From an optimization exercise on the open Yosys and OpenROAD flow, aimed at small area and a short achievable clock period; shortcuts taken in it are not production practice. Where RTL was checked, it was by simulation tests only, not by an equivalence proof against the original. Power is estimated from default activity; no workload was simulated.

## pine
// rx_queue_map_top
module rx_queue_map_top (
    input  wire        clk,
    input  wire        rst,
    input  wire [5:0]  reg_wr_addr,
    input  wire [31:0] reg_wr_data,
    input  wire [3:0]  reg_wr_strb,
    input  wire        reg_wr_en,
    output wire        reg_wr_wait,
    output wire        reg_wr_ack,
    input  wire [5:0]  reg_rd_addr,
    input  wire        reg_rd_en,
    output wire [31:0] reg_rd_data,
    output wire        reg_rd_wait,
    output wire        reg_rd_ack,
    input  wire [6:0]  s_axil_awaddr,
    input  wire [2:0]  s_axil_awprot,
    input  wire        s_axil_awvalid,
    output wire        s_axil_awready,
    input  wire [31:0] s_axil_wdata,
    input  wire [3:0]  s_axil_wstrb,
    input  wire        s_axil_wvalid,
    output wire        s_axil_wready,
    output wire [1:0]  s_axil_bresp,
    output wire        s_axil_bvalid,
    input  wire        s_axil_bready,
    input  wire [6:0]  s_axil_araddr,
    input  wire [2:0]  s_axil_arprot,
    input  wire        s_axil_arvalid,
    output wire        s_axil_arready,
    output wire [31:0] s_axil_rdata,
    output wire [1:0]  s_axil_rresp,
    output wire        s_axil_rvalid,
    input  wire        s_axil_rready,
    input  wire [0:0]  req_id,
    input  wire [8:0]  req_dest,
    input  wire [31:0] req_hash,
    input  wire [7:0]  req_tag,
    input  wire        req_valid,
    output wire [7:0]  resp_queue,
    output wire [7:0]  resp_tag,
    output wire        resp_valid
);
Size: about 2,500 cells after synthesis, about 1,300 flip-flops, about 0.045 sq mm of cells after synthesis.
Settings: LEC_CHECK=0, CAP_MARGIN=20, CORE_MARGIN=2, CORE_UTILIZATION=45, PLACE_DENSITY=0.6, SETUP_SLACK_MARGIN=3.6, SLEW_MARGIN=20, TNS_END_PERCENT=5; clock period 6.0 ns.
standard.sh (not shown) runs the stock make flow with config.mk's settings and CLKGATE_MAP_FILE= SYNTH_SCRIPT=/design/flow/synth_recipe.tcl, a recipe that flattens the netlist after the stock synthesis.
==> flow/flow/run.sh <==
#!/bin/bash
# Layout flow: the standard.sh (ORFS, the standard flow's synthesis script) with
#  - an area-recovering ABC mapping script (combinational logic only; the
#    registers are mapped by dfflibmap before ABC, exactly as in the
#    standard synthesis),
#  - buf_2 port buffers, repair free to change cell footprints,
#  - a clock tree with larger sink clusters and no dummy loads.
# make's output goes to flow_make.log; each ORFS step keeps its own log under
# orfs/logs/.
set -euo pipefail
W=$PWD
rm -rf "$W/scripts_abc"
cp -r "$FLOW_HOME/scripts" "$W/scripts_abc"
cp "$W/flow/abc_speed.script" "$W/scripts_abc/abc_speed.script"
bash standard.sh \
  "SCRIPTS_DIR=$W/scripts_abc" \
  MATCH_CELL_FOOTPRINT=0 \
  "BUFFER_PORTS_ARGS=-buffer_cell sky130_fd_sc_hd__buf_2" \
  "CTS_ARGS=-sink_clustering_enable -repair_clock_nets -dont_use_dummy_load -sink_clustering_size 20 -sink_clustering_max_diameter 100" \
  finish > flow_make.log 2>&1
==> flow/flow/abc_speed.script <==
&get -n
&st
&dch
&nf -R 1000
&put
What maple does differently from pine at the input level:
--- a/flow/design.v
+++ b/flow/design.v
@@ -183,18 +183,17 @@
 reg s_axil_awready_reg;
 reg s_axil_bvalid_reg;
 reg s_axil_arready_reg;
 reg s_axil_rvalid_reg;
 reg [31:0] s_axil_rdata_reg;
 reg [31:0] s_axil_rdata_pipe_reg;
 reg s_axil_rvalid_pipe_reg;
-reg [3:0] mem_wr_lo_reg;
-reg [7:0] mem_wr_hi_reg;
+reg mem_wr_pend_reg;
+reg [4:0] mem_wr_addr_reg;
 reg [31:0] mem_wr_data_reg;
-integer j;
 reg mem_rd_pend_reg;
 reg [31:0] mem_rd_sel_reg;
 assign s_axil_awready = s_axil_awready_reg;
 assign s_axil_wready = s_axil_awready_reg;
 assign s_axil_bresp = 2'b00;
 assign s_axil_bvalid = s_axil_bvalid_reg;
 assign s_axil_arready = s_axil_arready_reg;
@@ -224,21 +223,19 @@
     end else if (read_eligible) begin
         last_read_reg <= 1'b1;
     end
     s_axil_awready_reg <= mem_wr_en;
     s_axil_bvalid_reg <= mem_wr_en || (s_axil_bvalid_reg && !s_axil_bready);
     s_axil_arready_reg <= mem_rd_en;
     s_axil_rvalid_reg <= mem_rd_en || (s_axil_rvalid_reg && !pipe_ready);
-    mem_wr_lo_reg <= 4'b0001 << s_axil_awaddr[3:2];
-    mem_wr_hi_reg <= mem_wr_en ? 8'b00000001 << s_axil_awaddr[6:4] : 8'd0;
+    mem_wr_pend_reg <= mem_wr_en;
+    mem_wr_addr_reg <= s_axil_awaddr[6:2];
     mem_wr_data_reg <= s_axil_wdata;
-    for (j = 0; j < 32; j = j + 1) begin
-        if (mem_wr_lo_reg[j%4] && mem_wr_hi_reg[j/4]) begin
-            indir_tbl_mem[j] <= mem_wr_data_reg;
-        end
+    if (mem_wr_pend_reg) begin
+        indir_tbl_mem[mem_wr_addr_reg] <= mem_wr_data_reg;
     end
     mem_rd_pend_reg <= mem_rd_en;
     mem_rd_sel_reg <= mem_rd_en ? 32'd1 << s_axil_araddr[6:2] : 32'd0;
     s_axil_rdata_reg <= rdata_cur;
     if (pipe_ready) begin
         s_axil_rdata_pipe_reg <= rdata_cur;
         s_axil_rvalid_pipe_reg <= s_axil_rvalid_reg;
[summary]
Summary of maple over pine: synthesized cell count now sits lower; total stage count of the critical path now sits higher; design area now sits higher; layout inverter count without the clock tree now sits lower. Reg-to-reg setup timing slack, maple and pine: larger value in pine. Diff maple..pine | buffer depth of the longest clock path | negligible. maple ended with less setup slack than pine. Comparing maple and pine, the higher combinational power is on maple. pine and maple ended up with roughly the same post-synthesis share of cell area spent on xor and xnor gates. Diff pine..maple | cell count | negligible. Core area of maple is on par with pine. pine → maple: first-pass GRT wire length moved up, worst endpoint data arrival time went up, number of global-route vias before repair held steady.
For maple, only the layout was checked, not whether the RTL still works.

========
== alpha ==
Another version of the RTL of rx_queue_map_top (not shown whole).
For scale: roughly 3,100 cells after synthesis, about 260 I/O pins, roughly 40,000 µm² of cells after synthesis.
// rx_queue_map_top
module rx_queue_map_top (
    input  wire        clk,
    input  wire        rst,
    input  wire [5:0]  reg_wr_addr,
    input  wire [31:0] reg_wr_data,
    input  wire [3:0]  reg_wr_strb,
    input  wire        reg_wr_en,
    output wire        reg_wr_wait,
    output wire        reg_wr_ack,
    input  wire [5:0]  reg_rd_addr,
    input  wire        reg_rd_en,
    output wire [31:0] reg_rd_data,
    output wire        reg_rd_wait,
    output wire        reg_rd_ack,
    input  wire [6:0]  s_axil_awaddr,
    input  wire [2:0]  s_axil_awprot,
    input  wire        s_axil_awvalid,
    output wire        s_axil_awready,
    input  wire [31:0] s_axil_wdata,
    input  wire [3:0]  s_axil_wstrb,
    input  wire        s_axil_wvalid,
    output wire        s_axil_wready,
    output wire [1:0]  s_axil_bresp,
    output wire        s_axil_bvalid,
    input  wire        s_axil_bready,
    input  wire [6:0]  s_axil_araddr,
    input  wire [2:0]  s_axil_arprot,
    input  wire        s_axil_arvalid,
    output wire        s_axil_arready,
    output wire [31:0] s_axil_rdata,
    output wire [1:0]  s_axil_rresp,
    output wire        s_axil_rvalid,
    input  wire        s_axil_rready,
    input  wire [0:0]  req_id,
    input  wire [8:0]  req_dest,
    input  wire [31:0] req_hash,
    input  wire [7:0]  req_tag,
    input  wire        req_valid,
    output wire [7:0]  resp_queue,
    output wire [7:0]  resp_tag,
    output wire        resp_valid
);
export LEC_CHECK = 0
export CAP_MARGIN = 20
export CORE_MARGIN = 2
export CORE_UTILIZATION = 50
export PLACE_DENSITY = 0.7
export SETUP_SLACK_MARGIN = 3.6
export SLEW_MARGIN = 20
export TNS_END_PERCENT = 5
create_clock -name core_clock -period 6.0 [get_ports {clk}]
==> flow/flow/run.sh <==
#!/bin/bash
# Layout flow: the standard.sh (ORFS, the standard flow's synthesis script) with
#  - an area-recovering ABC mapping script (combinational logic only; the
#    registers are mapped by dfflibmap before ABC, exactly as in the
#    standard synthesis),
#  - buf_2 port buffers, repair free to change cell footprints,
#  - a clock tree with larger sink clusters and no dummy loads.
# make's output goes to flow_make.log; each ORFS step keeps its own log under
# orfs/logs/.
set -euo pipefail
W=$PWD
rm -rf "$W/scripts_abc"
cp -r "$FLOW_HOME/scripts" "$W/scripts_abc"
cp "$W/flow/abc_speed.script" "$W/scripts_abc/abc_speed.script"
bash standard.sh \
  "SCRIPTS_DIR=$W/scripts_abc" \
  MATCH_CELL_FOOTPRINT=0 \
  "BUFFER_PORTS_ARGS=-buffer_cell sky130_fd_sc_hd__buf_2" \
  "CTS_ARGS=-sink_clustering_enable -repair_clock_nets -dont_use_dummy_load -sink_clustering_size 25 -sink_clustering_max_diameter 100" \
  finish > flow_make.log 2>&1
Scripts as last shown in full above: flow/flow/abc_speed.script
[inputs] delta vs alpha
--- a/flow/design.v
+++ b/flow/design.v
@@ -59,26 +59,26 @@
     input  wire [TAG_WIDTH-1:0]          req_tag,
     input  wire                          req_valid,
     output wire [QUEUE_INDEX_WIDTH-1:0]  resp_queue,
     output wire [TAG_WIDTH-1:0]          resp_tag,
     output wire                          resp_valid
 );
 reg [31:0] tbl0[15:0];
 reg [31:0] tbl1[15:0];
 reg tbl_phase_reg;
 reg mem_wr_pend_reg;     
+reg mem_wr_late_reg;     
 reg [3:0] mem_wr_lo_reg;
 reg [3:0] mem_wr_hi_reg;
 reg mem_wr_b_reg;
 reg [31:0] mem_wr_data_reg;
-reg [15:0] tbl_we_reg;
-reg [15:0] tbl_nwe_reg;
+wire mem_wr_now = (mem_wr_pend_reg && (tbl_phase_reg != mem_wr_b_reg)) || mem_wr_late_reg;
 wire mem_wr_late_next = mem_wr_pend_reg && (tbl_phase_reg == mem_wr_b_reg);
 function late_hit;
     input [4:0] x;
     begin
         late_hit = mem_wr_late_next && mem_wr_lo_reg[x[2:1]] && mem_wr_hi_reg[x[4:3]] && (mem_wr_b_reg == x[0]);
     end
 endfunction
 function [4:0] next_slot;
     input [4:0] x;
     begin
@@ -257,34 +257,35 @@
     if (mem_wr_en) begin
         last_read_reg <= 1'b0;
     end else if (read_eligible) begin
         last_read_reg <= 1'b1;
     end
     s_axil_awready_reg <= mem_wr_en;
     s_axil_bvalid_reg <= mem_wr_en || (s_axil_bvalid_reg && !s_axil_bready);
     s_axil_arready_reg <= mem_rd_en;
     s_axil_rvalid_reg <= mem_rd_en || (s_axil_rvalid_reg && !pipe_ready);
     mem_wr_pend_reg <= mem_wr_en;
+    mem_wr_late_reg <= mem_wr_late_next;
     if (!mem_wr_pend_reg) begin
         mem_wr_lo_reg <= 4'b0001 << s_axil_awaddr[4:3];
         mem_wr_hi_reg <= 4'b0001 << s_axil_awaddr[6:5];
         mem_wr_b_reg <= s_axil_awaddr[2];
         mem_wr_data_reg <= s_axil_wdata;
     end
     tbl_phase_reg <= !tbl_phase_reg;
     for (j = 0; j < 16; j = j + 1) begin
         tbl1[j] <= tbl0[j];
-        tbl0[j] <= (mem_wr_data_reg & {32{tbl_we_reg[j]}}) | (tbl1[j] & {32{tbl_nwe_reg[j]}});
-        tbl_we_reg[j] <= (mem_wr_en && (tbl_phase_reg == s_axil_awaddr[2]) && s_axil_awaddr[6:3] == j) ||
-            (mem_wr_late_next && mem_wr_lo_reg[j%4] && mem_wr_hi_reg[j/4]);
-        tbl_nwe_reg[j] <= !((mem_wr_en && (tbl_phase_reg == s_axil_awaddr[2]) && s_axil_awaddr[6:3] == j) ||
-            (mem_wr_late_next && mem_wr_lo_reg[j%4] && mem_wr_hi_reg[j/4]));
+        if (mem_wr_now && mem_wr_lo_reg[j%4] && mem_wr_hi_reg[j/4]) begin
+            tbl0[j] <= mem_wr_data_reg;
+        end else begin
+            tbl0[j] <= tbl1[j];
+        end
     end
     mem_rd_pend_reg <= mem_rd_en;
     mem_rd_sel_reg <= rd_sel_next;
     mem_rd_byp_reg <= mem_rd_en && rd_hit;
     s_axil_rdata_reg <= rdata_cur;
     if (pipe_ready) begin
         s_axil_rdata_pipe_reg <= rdata_cur;
         s_axil_rvalid_pipe_reg <= s_axil_rvalid_reg;
     end
     if (rst) begin
### Flow results
Per the final summary, delta finished and its layout is clean on timing, DRC and antenna. Compared with alpha, delta shows wire length lower by 7.5%. In delta, first-iteration DRC count is lower than in alpha. Cell count: delta lower than alpha. When delta is set beside alpha, its total power consumption of the routed design turns out to be about 2.4% smaller. Summary — combinational power share, delta relative to alpha: lower, by 0.2 points. Status: final max-slew violation count parity (delta, alpha). alpha vs delta, main combinational cell family by area after synthesis: compound AO/OA/AOI/OAI gates vs multiplexers. delta vs alpha, die area went up by 1.0%. From alpha to delta the numbers moved as follows: detailed-routing wirelength on met1 fell about 3%; proportion of total power due to net switching about even. Sort delta and alpha by cell area power density, ascending, and delta comes first. Area of all placed cells without fillers deteriorates in delta relative to alpha. The maximum clock skew at final layout of delta is higher than that of alpha.

## port drivers added, routing unchanged
The results above use ideal ports. As a check the final layouts listed here were re-extracted and re-timed, cells and wires unchanged.
Step 1, drivers: a clkbuf_16 drives clk and a buf_2 each remaining input, both assumed.
Step 2 also shifts input and output timing later by t, the mid clock arrival at the registers, as if the neighbouring blocks saw the same clock.
Three values: ideal, step 1, step 2; two values: the first two.
| run | shift t [ns] | slack for setup (ns) | worst hold slack (ns) | latest minus earliest clock arrival (ns) | worst data-port slew with drivers (ns) |
|---|---|---|---|---|---|
| pine | 0.711 | 3.616 / 3.545 / 3.057 | 0.331 / 0.331 / 0.331 | 0.056 / 0.055 | 0.04 |
| maple | 0.713 | 3.073 / 3.073 / 2.967 | 0.315 / 0.315 / 0.315 | 0.068 / 0.068 | 0.05 |
| alpha | 0.729 | 3.604 / 3.535 / 2.998 | 0.332 / 0.332 / 0.332 | 0.026 / 0.026 | 0.04 |
| delta | 0.719 | 3.492 / 3.424 / 3.118 | 0.322 / 0.322 / 0.322 | 0.058 / 0.058 | 0.06 |
After both steps setup and hold are still met in every run listed. For alpha, which loses most, drivers alone change the setup slack by -0.069 ns; drivers and shift together by -0.606 ns.
